Source: an optimization exercise on an open RTL-to-GDS flow (aim: small area). Production flows keep margins and buffers that such runs may drop. Only simulation tests tie the RTL to the original design; equivalence was not proved.

==> trial 9: inputs <==
Design pdnn_update, start of the top module:
module pdnn_update (clk, reset, en, h, g1, g2, g3, g4, x1, x2, u, v);
==> module mult_32x32, before the edit <==
module mult_32x32 (a, b, c);
input  [31:0] a;
input  [31:0] b;
output [31:0] c;
wire [46:0] p = a[30:0] * b[30:0];
wire mark = (a == 32'd0 || b == 32'd0) ? 1'b0 : (a[31] ^ b[31]);
assign c = {mark, p[46:16]};
endmodule
==> module Integrator, before the edit <==
module Integrator (c, acc, y);
input  [31:0] c;
input  [31:0] acc;
output [31:0] y;
wire        sub = c[31] ^ acc[31];
wire [31:0] s   = {1'b0, c[30:0]} + {1'b0, acc[30:0] ^ {31{sub}}};
wire [30:0] inc = s[30:0] + 31'd1;
wire        eq  = sub & (&s[30:0]);
assign y = !sub  ? {c[31], s[30:0]} :
           s[31] ? {c[31], inc} :
                   {acc[31] & ~eq, ~s[30:0]};
endmodule
==> module net_state_ctrl, before the edit <==
module net_state_ctrl (clk, en, reset, cnt);
input clk, en, reset;
output reg [6:0] cnt;
always @(posedge clk)
begin
  if (!reset)
    cnt <= 7'd0;
  else if (en)
    cnt <= 7'd0;
  else if (cnt == 7'd21)
    cnt <= 7'd1;
  else
    cnt <= cnt + 7'd1;
end
endmodule
==> module pdnn_update, before the edit <==
module pdnn_update (clk, reset, en, h, g1, g2, g3, g4, x1, x2, u, v);
input clk;
input reset;
input en;
input  [31:0] h;
input  [31:0] g1, g2, g3, g4;
output [31:0] x1, x2, u, v;
localparam IDLE = 4'd0, A1 = 4'd1, A2 = 4'd2, A3 = 4'd3,
           B1 = 4'd4, B2 = 4'd5, B3 = 4'd6, B4 = 4'd7, B5 = 4'd8, B6 = 4'd9;
wire [6:0] cnt;
net_state_ctrl ctr1 (.clk(clk), .en(en), .reset(reset), .cnt(cnt));
wire e20 = (cnt == 7'd20);
wire e21 = (cnt == 7'd21);
wire e01 = (cnt == 7'd1);
reg [3:0]  ph;
reg [31:0] t1, t2, t3, t4, c1, c2, c3, c4, ht, hc;
reg [31:0] a1, a2, a3, a4;
reg        pend4;
reg [31:0] ma, mb;
always @(*)
begin
  ma = t1;
  mb = ht;
  case (ph)
    A1: ma = t2;
    A2: ma = t3;
    A3: ma = t4;
    B1: begin ma = c3; mb = hc; end
    B2: begin ma = c4; mb = hc; end
    B3: ma = t1;
    B4: ma = t2;
    B5: ma = t3;
    B6: ma = t4;
    default: begin ma = g1; mb = h; end
  endcase
end
wire [31:0] mp;
mult_32x32 m81 (.a(ma), .b(mb), .c(mp));
wire [31:0] c3s = (ph == B1) ? mp : c3;
wire [31:0] c4s = (ph == B2) ? mp : c4;
wire [31:0] s1, s2, s3, s4;
Integrator Integrator_1 (.c(c1),  .acc(a1), .y(s1));
Integrator Integrator_2 (.c(c2),  .acc(a2), .y(s2));
Integrator Integrator_3 (.c(c3s), .acc(a3), .y(s3));
Integrator Integrator_4 (.c(c4s), .acc(a4), .y(s4));
assign x1 = a1;
assign x2 = a2;
assign u  = a3;
assign v  = pend4 ? s4 : a4;
always @(posedge clk)
begin
  if (!reset) begin
    ph <= IDLE;
    t1 <= 32'd0; t2 <= 32'd0; t3 <= 32'd0; t4 <= 32'd0;
    c1 <= 32'd0; c2 <= 32'd0; c3 <= 32'd0; c4 <= 32'd0;
    ht <= 32'd0; hc <= 32'd0;
    a1 <= 32'd0; a2 <= 32'd0; a3 <= 32'd0; a4 <= 32'd0;
    pend4 <= 1'b0;
  end else begin
    if (e01) begin
      a1 <= s1; a2 <= s2; a3 <= s3;
    end
    pend4 <= e01;
    if (pend4)
      a4 <= s4;
    if (e20) begin
      c1 <= t1; c2 <= t2; c3 <= t3; c4 <= t4;
      t1 <= mp; t2 <= g2; t3 <= g3; t4 <= g4; ht <= h;
      ph <= A1;
    end else if (e21) begin
      c1 <= t1; c2 <= mp; c3 <= t3; c4 <= t4; hc <= ht;
      t1 <= g1; t2 <= g2; t3 <= g3; t4 <= g4; ht <= h;
      ph <= B1;
    end else begin
      case (ph)
        A1: begin t2 <= mp; ph <= A2; end
        A2: begin t3 <= mp; ph <= A3; end
        A3: begin t4 <= mp; ph <= IDLE; end
        B1: begin c3 <= mp; ph <= B2; end
        B2: begin c4 <= mp; ph <= B3; end
        B3: begin t1 <= mp; ph <= B4; end
        B4: begin t2 <= mp; ph <= B5; end
        B5: begin t3 <= mp; ph <= B6; end
        B6: begin t4 <= mp; ph <= IDLE; end
        default: ph <= IDLE;
      endcase
    end
  end
end
endmodule
export LEC_CHECK = 0
export CAP_MARGIN = 20
export CORE_MARGIN = 2
export CORE_UTILIZATION = 40
export SLEW_MARGIN = 20
create_clock -name core_clock -period 20.0 [get_ports {clk}]
run.sh (not shown) runs the stock make flow with config.mk's settings and CLKGATE_MAP_FILE= SYNTH_SCRIPT=/design/flow/synth_recipe.tcl, a recipe that flattens the netlist after the stock synthesis.
==> build 12: changes against trial 9 <==
==> flow/design.v (replaced) <==
module mult_32x32 (a, b, c, clk, en, reset);
input  [31:0] a;
input  [31:0] b;
output [31:0] c;
input  clk;
input  en;
input  reset;
reg [31:0] c;
reg [61:0] temp;
reg        mark;
always @(posedge clk)
begin
  if (!reset) begin
    mark <= 1'b0;
    temp <= 62'd0;
    c    <= 32'd0;
  end else if (!en) begin
    if (a == 32'd0)
      mark <= 1'b0;
    else if (b == 32'd0)
      mark <= 1'b0;
    else
      mark <= a[31] ^ b[31];
    temp <= a[30:0] * b[30:0];
    c    <= {mark, temp[46:16]};
  end
end
endmodule
module Integrator (data_in, data_out, clk, en, reset);
input  [31:0] data_in;
output [31:0] data_out;
input  clk;
input  en;
input  reset;
reg [31:0] data_out;
reg        mark;
reg [30:0] temp;
always @(*)
begin
  if ((data_out[31] ^ data_in[31]) == 1'b0) begin
    mark = data_in[31];
    temp = data_in[30:0] + data_out[30:0];
  end else if (data_in[30:0] > data_out[30:0]) begin
    mark = data_in[31];
    temp = data_in[30:0] - data_out[30:0];
  end else if (data_in[30:0] < data_out[30:0]) begin
    mark = data_out[31];
    temp = data_out[30:0] - data_in[30:0];
  end else begin
    mark = 1'b0;
    temp = 31'd0;
  end
end
always @(posedge clk)
begin
  if (!reset)
    data_out <= 32'd0;
  else if (!en)
    data_out <= {mark, temp};
end
endmodule
module net_state_ctrl(clk,en,reset,en00,en01,en02,en03,en04,
							en05,en06,en07,en08,en09,en10,addder);
input clk,en,reset;
output en00,en01,en02,en03,en04,en05,en06,en07,en08,en09,en10;
output [6:0] addder;
reg [10:0] state;
reg [6:0] addder;
always @ (posedge clk)
begin
	if (!reset)
		addder<=0;
	else if (!en)
		begin
			if(addder==21)
				addder<=1;
			else
				addder<=addder+1'b1;
			end
	else addder<=0;
	end
assign {en00,en01,en02,en03,en04,en05,en06,en07,
		en08,en09,en10}=state;
always @ (addder)
begin
	case (addder)
	7'd1	:	state = 11'b011_111_111_11;
	7'd2, 7'd3	:	state = 11'b101_111_111_11;
	7'd4, 7'd5	:	state = 11'b110_111_111_11;
	7'd6, 7'd7	:	state = 11'b111_011_111_11;
	7'd8, 7'd9, 7'd10	:	state = 11'b111_101_111_11;
	7'd11	:	state = 11'b111_110_111_11;
	7'd12, 7'd13	:	state = 11'b111_111_011_11;
	7'd14, 7'd15	:	state = 11'b111_111_101_11;
	7'd16, 7'd17	:	state = 11'b111_111_110_11;
	7'd18, 7'd19	:	state = 11'b111_111_111_01;
	7'd20, 7'd21	:	state = 11'b111_111_111_10;
	default :	state = 11'b111_111_111_11;
	endcase
end
endmodule
module pdnn_update (clk, reset, en, h, g1, g2, g3, g4, x1, x2, u, v);
input clk;
input reset;
input en;
input  [31:0] h;
input  [31:0] g1, g2, g3, g4;
output [31:0] x1, x2, u, v;
wire en00, en01, en02, en03, en04, en05, en06, en07, en08, en09, en10;
wire [6:0] addder;
wire [31:0] z61, z62, z63, z64;
mult_32x32 m81 (.a(g1), .b(h), .c(z61), .clk(clk), .en(en10), .reset(reset));
mult_32x32 m82 (.a(g2), .b(h), .c(z62), .clk(clk), .en(en10), .reset(reset));
mult_32x32 m83 (.a(g3), .b(h), .c(z63), .clk(clk), .en(en10), .reset(reset));
mult_32x32 m84 (.a(g4), .b(h), .c(z64), .clk(clk), .en(en10), .reset(reset));
Integrator Integrator_1 (.data_in(z61), .data_out(x1), .en(en00), .clk(clk), .reset(reset));
Integrator Integrator_2 (.data_in(z62), .data_out(x2), .en(en00), .clk(clk), .reset(reset));
Integrator Integrator_3 (.data_in(z63), .data_out(u),  .en(en00), .clk(clk), .reset(reset));
Integrator Integrator_4 (.data_in(z64), .data_out(v),  .en(en00), .clk(clk), .reset(reset));
net_state_ctrl ctr1 (.clk(clk), .en(en), .reset(reset), .en00(en00),
	.en01(en01), .en02(en02), .en03(en03), .en04(en04),
	.en05(en05), .en06(en06), .en07(en07), .en08(en08),
	.en09(en09), .en10(en10), .addder(addder));
endmodule
==> run summary <==
- Wire length: build 12 is larger than trial 9 (about 90%).
- Against build 12, the sequential share of layout area of trial 9 is higher by 8.3 points.
- Synthesized area: trial 9 is smaller than build 12 (about 60%).
- In build 12 the via count is higher than in trial 9, by about 100%.
==> figures <==
|  | build 12 | trial 9 |
|---|---|---|
| Count of multi-input gates | 11349 | 5536 |
| Met3 usage | 5.004% | 7.549% |
| Via count | 108174 | 54915 |
| Syn. warnings | 3 | 2 |
| Cell with the largest stage delay on the worst path | sky130_fd_sc_hd__buf_4 | sky130_fd_sc_hd__a2111o_2 |
| Worst Setup Slack post-DPL | 7.139 ns | -0.3355 ns |
| First-pass GRT wire length | 698800 microns | 355100 microns |
| Post-cts sizing count | 0 | 21 |
| Relative max-transition margin | 24.46% | 23.28% |
| Wl on met1 | 192900 microns | 99900 microns |
| Sequential share of the synthesized area | 5.760% | 16.16% |
| Run status | timing/DRC/antenna clean | timing/DRC/antenna clean |
| Endpoint of the worst hold-timing path | m84.c[14] | hc[3] |

[afterwards: timing with drivers on the ports]
Ports are ideal in the flow. The routed layouts listed here were re-timed in OpenROAD.
Step 1: set_driving_cell puts a clkbuf_16 on clk and a buf_2 on each other input, an assumption about the parent block.
Step 2 moves the port delays by t, midway between the first and last clock arrival at a register: inputs arrive t later, outputs are due t later. That takes back most of the time a late clock gives input paths.
Slacks: no drivers / after step 1 / after step 2; pairs: no drivers / after step 1.
| run | t (ns) | slack for setup (ns) | worst register clock-pin slew, ns |
|---|---|---|---|
| trial 9 | 0.707 | 0.268 / 0.196 / 0.196 | 0.08 / 0.08 |
| build 12 | 0.779 | 7.705 / 7.760 / 6.981 | 0.07 / 0.07 |
After both steps every run listed still meets setup and hold. The setup slack of build 12, which loses most, moves by +0.055 ns with the drivers and by -0.724 ns with both steps.
